From an optimization exercise on the open Yosys and OpenROAD flow, aimed at small area; shortcuts taken in it are not production practice.
Function was checked by simulation only, so behaviour that the tests miss may differ from the original.
The flow treats the clock pin as an ideal source, which a real chip does not have.

==> trial 79: inputs <==
==> flow/design.v <==
`timescale 1ns / 1ps
module seven_seg(
    input sysclk,
    input rst,
    output [3:0] cath,
    output shift,
    output data,
    output latch,
    output blank
    );
    reg [6:0] qs;
    wire [6:0] q = qs ^ 7'b1010101;
    reg [1:0] dig;
    reg blank_r;
    wire endA = q[4] & q[3] & q[2] & q[1] & q[0];
    wire endB = q[5];
    wire qload = rst | (blank_r ? endA : endB);
    always @(posedge sysclk) begin
        qs <= (qload ? 7'd0 : {q[5:0], ~(q[6] ^ q[0])}) ^ 7'b1010101;
        blank_r <= rst | (blank_r ? ~endA : endB);
        if (rst) dig <= 0;
        else if (!blank_r && endB) dig <= dig + 2'd1;
    end
    assign blank = blank_r;
    assign cath = 4'b0001 << dig;
    function [3:0] inc10(input [3:0] d);
        inc10 = {(d[3] & ~d[0]) | (d[2] & d[1] & d[0]),
                 d[2] ^ (d[1] & d[0]),
                 d[1] ^ (d[0] & ~d[3]),
                 ~d[0]};
    endfunction
    function [3:0] inc10u(input [3:0] d);
        inc10u = {(d[3] & ~d[1] & ~d[0]) | (d[2] & d[1] & d[0]),
                  d[2] ^ (d[1] & d[0]),
                  ~d[3] & (d[1] ^ d[0]),
                  ~d[0] & ~(d[3] & d[1])};
    endfunction
    reg [9:0] ps;
    wire [9:0] p = ps ^ 10'b1010101010;
    reg [3:0] d0, d1, d2, d3;
    wire pwrap = ~(p[8] | p[7] | p[4] | p[3] | p[1] | p[0]);
    wire en0 = pwrap;
    wire c0 = en0 & d0[3] & d0[0];
    wire c1 = c0 & d1[3] & d1[0];
    wire c2 = c1 & d2[3] & d2[0];
    always @(posedge sysclk) begin
        ps <= ((rst | pwrap) ? 10'd174 : {p[8:0], p[9] ^ p[2]}) ^ 10'b1010101010;
        if (rst) begin
            d0 <= 4'b1010; d1 <= 0; d2 <= 0; d3 <= 0;
        end else begin
            if (en0) d0 <= inc10u(d0);
            if (c0) d1 <= inc10(d1);
            if (c1) d2 <= inc10(d2);
            if (c2) d3 <= inc10(d3);
        end
    end
    reg [3:0] v;
    always @(*) begin
        case (dig)
            2'd0: v = {d0[3] & ~d0[1], d0[2], d0[1] & ~d0[3], d0[0]};
            2'd1: v = d1;
            2'd2: v = d2;
            default: v = d3;
        endcase
    end
    wire z3 = d3 == 0;
    wire z32 = z3 & (d2 == 0);
    wire z321 = z32 & (d1 == 0);
    wire z = (dig == 3) ? z3 : (dig == 2) ? z32 : (dig == 1) ? z321 : 1'b0;
    wire [3:0] code = v | {z, 1'b0, z, 1'b0};
    reg [4:0] s;
    reg [3:0] old;                                     
    reg shift_r, latch_r, data_r;
    wire differ = code != old;
    reg [7:0] pat;
    always @(*) begin
        case (code)
            4'd0: pat = 8'b01111110;
            4'd1: pat = 8'b01001000;
            4'd2: pat = 8'b00111101;
            4'd3: pat = 8'b01101101;
            4'd4: pat = 8'b01001011;
            4'd5: pat = 8'b01100111;
            4'd6: pat = 8'b01110111;
            4'd7: pat = 8'b01001100;
            4'd8: pat = 8'b01111111;
            4'd9: pat = 8'b01101111;
            default: pat = 8'b00000000;
        endcase
    end
    always @(posedge sysclk) begin
        if (rst) begin
            s <= 0;
            old <= 4'hF;
            shift_r <= 0;
            latch_r <= 0;
            data_r <= 0;
        end else if (differ) begin
            s <= s + 1;
            if (s == 16) begin
                shift_r <= 0;
                latch_r <= 1;
            end else if (s == 17) begin
                old <= code;
                latch_r <= 0;
            end else begin
                latch_r <= 0;
                if (!s[4] && !s[0]) begin
                    data_r <= pat[s[3:1]];
                    shift_r <= 0;
                end else
                    shift_r <= 1;
            end
        end else
            s <= 0;
    end
    assign shift = shift_r;
    assign latch = latch_r;
    assign data = data_r;
endmodule
==> flow/flow/run.sh <==
#!/bin/bash
# Own flow: the standard flow (standard.sh) with three changes:
#  - after the standard synthesis, its combinational logic is mapped again by ABC
#    with area-oriented scripts (abc_*.abc); the registers are kept as they are
#    (same instances, names and cells). The smallest netlist that Yosys proves
#    equivalent to the standard one replaces it;
#  - port buffers are buf_1;
#  - the clock tree uses clkbuf_8 and no dummy loads; after CTS, tree buffers are
#    shrunk where the flip-flop clock-pin slew stays under 100 ps (cts_resize.tcl).
set -euo pipefail
export LIB="$FLOW_HOME/platforms/sky130hd/lib/sky130_fd_sc_hd__tt_025C_1v80.lib"
RES=orfs/results/sky130hd/seven_seg/base
bash standard.sh synth > synth.log 2>&1
cp "$RES/1_2_yosys.v" std_1_2_yosys.v

best=std_1_2_yosys.v
bestarea=1000000000
for s in flow/abc_*.abc; do
  n=$(basename "$s" .abc)
  ( IN=std_1_2_yosys.v OUT="remap_$n.v" ABCSCRIPT="$s" yosys -c flow/remap.tcl > "remap_$n.log" 2>&1 || true ) &
done
wait
for s in flow/abc_*.abc; do
  n=$(basename "$s" .abc)
  [[ -f "remap_$n.v.stat" ]] || continue
  a=$(awk '/Chip area/ {print $NF}' "remap_$n.v.stat")
  if GOLD=std_1_2_yosys.v GATE="remap_$n.v" yosys -c flow/equiv.tcl > "equiv_$n.log" 2>&1; then
    echo "$n area $a equivalent" >> remap_summary.log
    if awk -v a="$a" -v b="$bestarea" 'BEGIN {exit !(a < b)}'; then best="remap_$n.v"; bestarea=$a; fi
  else
    echo "$n area $a NOT equivalent" >> remap_summary.log
  fi
done
echo "using $best" >> remap_summary.log
if [[ "$best" != std_1_2_yosys.v ]]; then
  cp "$best" "$RES/1_2_yosys.v"
  rm -f "$RES/1_synth.odb" "$RES/1_synth.sdc"
fi

ARGS=("BUFFER_PORTS_ARGS=-buffer_cell sky130_fd_sc_hd__buf_1"
  "CTS_ARGS=-sink_clustering_enable -repair_clock_nets -dont_use_dummy_load -buf_list sky130_fd_sc_hd__clkbuf_8 -root_buf sky130_fd_sc_hd__clkbuf_8")
bash standard.sh "${ARGS[@]}" cts > cts.log 2>&1
PLATFORM_DIR="$FLOW_HOME/platforms/sky130hd" ODB="$RES/4_1_cts.odb" SDC="$RES/4_cts.sdc" LIMIT_PS=100 \
  ODB_OUT="$RES/4_1_cts.odb" openroad -no_init -exit flow/cts_resize.tcl > cts_resize.log 2>&1
bash standard.sh "${ARGS[@]}" finish > finish.log 2>&1
==> flow/flow/abc_1.abc <==
strash
dch
amap
==> flow/flow/abc_2.abc <==
strash
&get -n
&deepsyn -T 30
&put
dch
amap
==> flow/flow/abc_3.abc <==
strash
&get -n
&deepsyn -T 30 -S 3
&put
dch -f
amap
==> flow/flow/abc_4.abc <==
strash
&get -n
&deepsyn -T 30 -S 5
&put
dch
amap
==> flow/flow/abc_5.abc <==
strash
&get -n
&deepsyn -T 30 -S 17
&put
dch
amap
==> flow/flow/cts_resize.tcl <==
# Shrink clock-tree buffers where the flip-flop clock pins keep a slew below
# LIMIT_PS (estimated from placement): leaf buffers to clkbuf_4, then the
# root to clkbuf_4 / clkbuf_2 / clkbuf_1.  Reads and rewrites ODB.
read_lef $::env(PLATFORM_DIR)/lef/sky130_fd_sc_hd.tlef
read_lef $::env(PLATFORM_DIR)/lef/sky130_fd_sc_hd_merged.lef
read_liberty $::env(PLATFORM_DIR)/lib/sky130_fd_sc_hd__tt_025C_1v80.lib
read_db $::env(ODB)
read_sdc $::env(SDC)
source $::env(PLATFORM_DIR)/setRC.tcl
set_propagated_clock [all_clocks]
set limit $::env(LIMIT_PS)
proc max_clk_slew {} {
  estimate_parasitics -placement
  set mx 0
  foreach p [get_pins -of_objects [get_cells *] -filter "name == CLK"] {
    set s [expr {[get_property $p slew_max] * 1000.0}]
    if {$s > $mx} { set mx $s }
  }
  return $mx
}
proc try_cell {inst cell limit} {
  set old [get_property [get_cells $inst] ref_name]
  replace_cell [get_cells $inst] [get_lib_cells */$cell]
  set s [max_clk_slew]
  if {$s > $limit} {
    replace_cell [get_cells $inst] [get_lib_cells */$old]
    puts "keep $inst $old (with $cell: [format %.1f $s] ps)"
    return 0
  }
  puts "resized $inst $old -> $cell ([format %.1f $s] ps)"
  return 1
}
puts "start: [format %.1f [max_clk_slew]] ps"
set leaves {}
set root {}
foreach c [get_cells clkbuf_*] {
  set n [get_property $c name]
  if {[string match clkbuf_0_* $n]} { set root $n } else { lappend leaves $n }
}
foreach l $leaves { try_cell $l sky130_fd_sc_hd__clkbuf_4 $limit }
foreach l $leaves { if {[get_property [get_cells $l] ref_name] eq "sky130_fd_sc_hd__clkbuf_4"} { try_cell $l sky130_fd_sc_hd__clkbuf_2 $limit } }
if {$root ne ""} {
  if {[try_cell $root sky130_fd_sc_hd__clkbuf_4 $limit]} {
    if {[try_cell $root sky130_fd_sc_hd__clkbuf_2 $limit]} { try_cell $root sky130_fd_sc_hd__clkbuf_1 $limit }
  }
}
puts "end: [format %.1f [max_clk_slew]] ps"
detailed_placement
check_placement
write_db $::env(ODB_OUT)
==> flow/flow/equiv.tcl <==
yosys -import
set lib $::env(LIB)
read_liberty -ignore_miss_func -ignore_miss_dir -ignore_miss_data_latch $lib
read_verilog $::env(GOLD)
yosys rename seven_seg gold
read_verilog $::env(GATE)
yosys rename seven_seg gate
flatten
opt_clean
async2sync
equiv_make gold gate equiv
hierarchy -top equiv
equiv_simple -seq 5
equiv_induct -seq 5
equiv_status -assert
==> flow/flow/remap.tcl <==
# usage: yosys -c remap.tcl  (env: LIB, IN, OUT, ABCSCRIPT)
yosys -import
set lib $::env(LIB)
read_liberty -ignore_miss_func -ignore_miss_dir -ignore_miss_data_latch $lib
blackbox sky130_fd_sc_hd__dfxtp_1
read_verilog $::env(IN)
hierarchy -top seven_seg
flatten
opt_clean -purge
opt
abc -liberty $lib -script $::env(ABCSCRIPT)
opt_clean -purge
hilomap -singleton -hicell sky130_fd_sc_hd__conb_1 HI -locell sky130_fd_sc_hd__conb_1 LO
insbuf -buf sky130_fd_sc_hd__buf_1 A X
splitnets
opt_clean -purge
yosys rename -hide w:*.*
tee -q -o $::env(OUT).stat stat -liberty $lib
write_verilog -noattr -noexpr -nohex -nodec $::env(OUT)
==> flow/standard.sh <==
#!/bin/bash
# synth_recipe.tcl (not shown) runs the flow's synth.tcl, then flattens the netlist and writes it again
# the make line also repeats each setting of config.mk as NAME=value (left out here)
make -C /OpenROAD-flow-scripts/flow DESIGN_CONFIG=/design/flow/config.mk WORK_HOME=/design/flow/orfs CLKGATE_MAP_FILE= SYNTH_SCRIPT=/design/flow/synth_recipe.tcl "${@:-finish}"
==> flow/config.mk <==
export PLATFORM = sky130hd
export DESIGN_NAME = seven_seg
export DESIGN_NICKNAME = seven_seg
export VERILOG_FILES = /design/flow/design.v
export SDC_FILE = /design/flow/constraint.sdc
export NUM_CORES = 4
export LEC_CHECK = 0
export CAP_MARGIN = 20
export CORE_AREA = 2.3 2.72 60.72 60.56
export DIE_AREA = 0 0 63 63
export PLACE_DENSITY = 0.8
export SLEW_MARGIN = 20
==> flow/constraint.sdc <==
create_clock -name core_clock -period 40.0 [get_ports {sysclk}]
set_input_delay 8.0000 -clock core_clock [delete_from_list [all_inputs] [get_ports {sysclk}]]
set_output_delay 8.0000 -clock core_clock [all_outputs]
set_load 0.01 [all_outputs]
==> inputs of trial 37, as changes to trial 79 <==
--- a/flow/design.v
+++ b/flow/design.v
@@ -21,6 +21,7 @@
         if (rst) dig <= 0;
-        else if (!blank_r && endB) dig <= dig + 2'd1;
+        else if (!blank_r && endB) dig <= {dig[0], ~dig[1]};
     end
     assign blank = blank_r;
-    assign cath = 4'b0001 << dig;
+    wire [1:0] di = {dig[1], dig[1] ^ dig[0]};
+    assign cath = 4'b0001 << di;
     function [3:0] inc10(input [3:0] d);
@@ -58,3 +59,3 @@
     always @(*) begin
-        case (dig)
+        case (di)
             2'd0: v = {d0[3] & ~d0[1], d0[2], d0[1] & ~d0[3], d0[0]};
@@ -68,3 +69,3 @@
     wire z321 = z32 & (d1 == 0);
-    wire z = (dig == 3) ? z3 : (dig == 2) ? z32 : (dig == 1) ? z321 : 1'b0;
+    wire z = (di == 3) ? z3 : (di == 2) ? z32 : (di == 1) ? z321 : 1'b0;
     wire [3:0] code = v | {z, 1'b0, z, 1'b0};
@@ -93,3 +94,3 @@
             s <= 0;
-            old <= 4'hF;
+            old[3:2] <= 2'b11;
             shift_r <= 0;
==> flow/flow/abc_S11.abc (new file) <==
strash
&get -n
&deepsyn -T 30 -S 11
&put
dch -f
amap
==> flow/flow/abc_S19.abc (new file) <==
strash
&get -n
&deepsyn -T 30 -S 19
&put
dch -f
amap
==> flow/flow/abc_S7.abc (new file) <==
strash
&get -n
&deepsyn -T 30 -S 7
&put
dch -f
amap
==> summary of the runs <==
Trial 79 ran to the end with no violations. Trial 37 produced a clean layout. Against trial 79, the core utilization of trial 37 is higher by 13 points. Against trial 79, the register-to-register slack of trial 37 is lower by 0.49 ns. Of trial 79 and trial 37, trial 79 has the higher critical path depth (gap 1). Sequential cell count is the same in trial 79 and trial 37. In trial 79 the sequential share of layout area is higher than in trial 37, by 7.8 points. Of trial 37 and trial 79, trial 37 has the higher wire length (gap 28%, measured against trial 79). Of trial 37 and trial 79, trial 37 has the higher final cell count (gap 4.4%, measured against trial 79). Against trial 37, the first-iteration DRC count of trial 79 is higher by about 27%. Between trial 79 and trial 37, the lower global-route usage is in trial 79 (gap 4.5 points).

## re-timing with driven ports
The results above use ideal ports. As a check the final layouts listed here were re-extracted and re-timed, cells and wires unchanged.
Step 1 sets driving cells, clkbuf_16 on the clock port and buf_2 on the other inputs (assumed; they add their load-dependent delay and slew).
Step 2 also shifts input and output timing later by t, the mid clock arrival at the registers, as if the neighbouring blocks saw the same clock.
Slacks: ideal / step 1 / step 2; pairs: ideal / step 1.
run	t (ns)	setup slack, ns	worst setup path at the end	worst register clock-pin slew, ns	worst slew at a driven data input, ns
trial 79	0.530	30.477 / 30.456 / 30.342	input to register	0.08 / 0.08	0.03
trial 37	0.571	30.267 / 30.244 / 30.815	register to output	0.09 / 0.09	0.03
After both steps every run listed still meets setup and hold. For trial 79, which loses most, drivers alone change the setup slack by -0.021 ns; drivers and shift together by -0.135 ns.
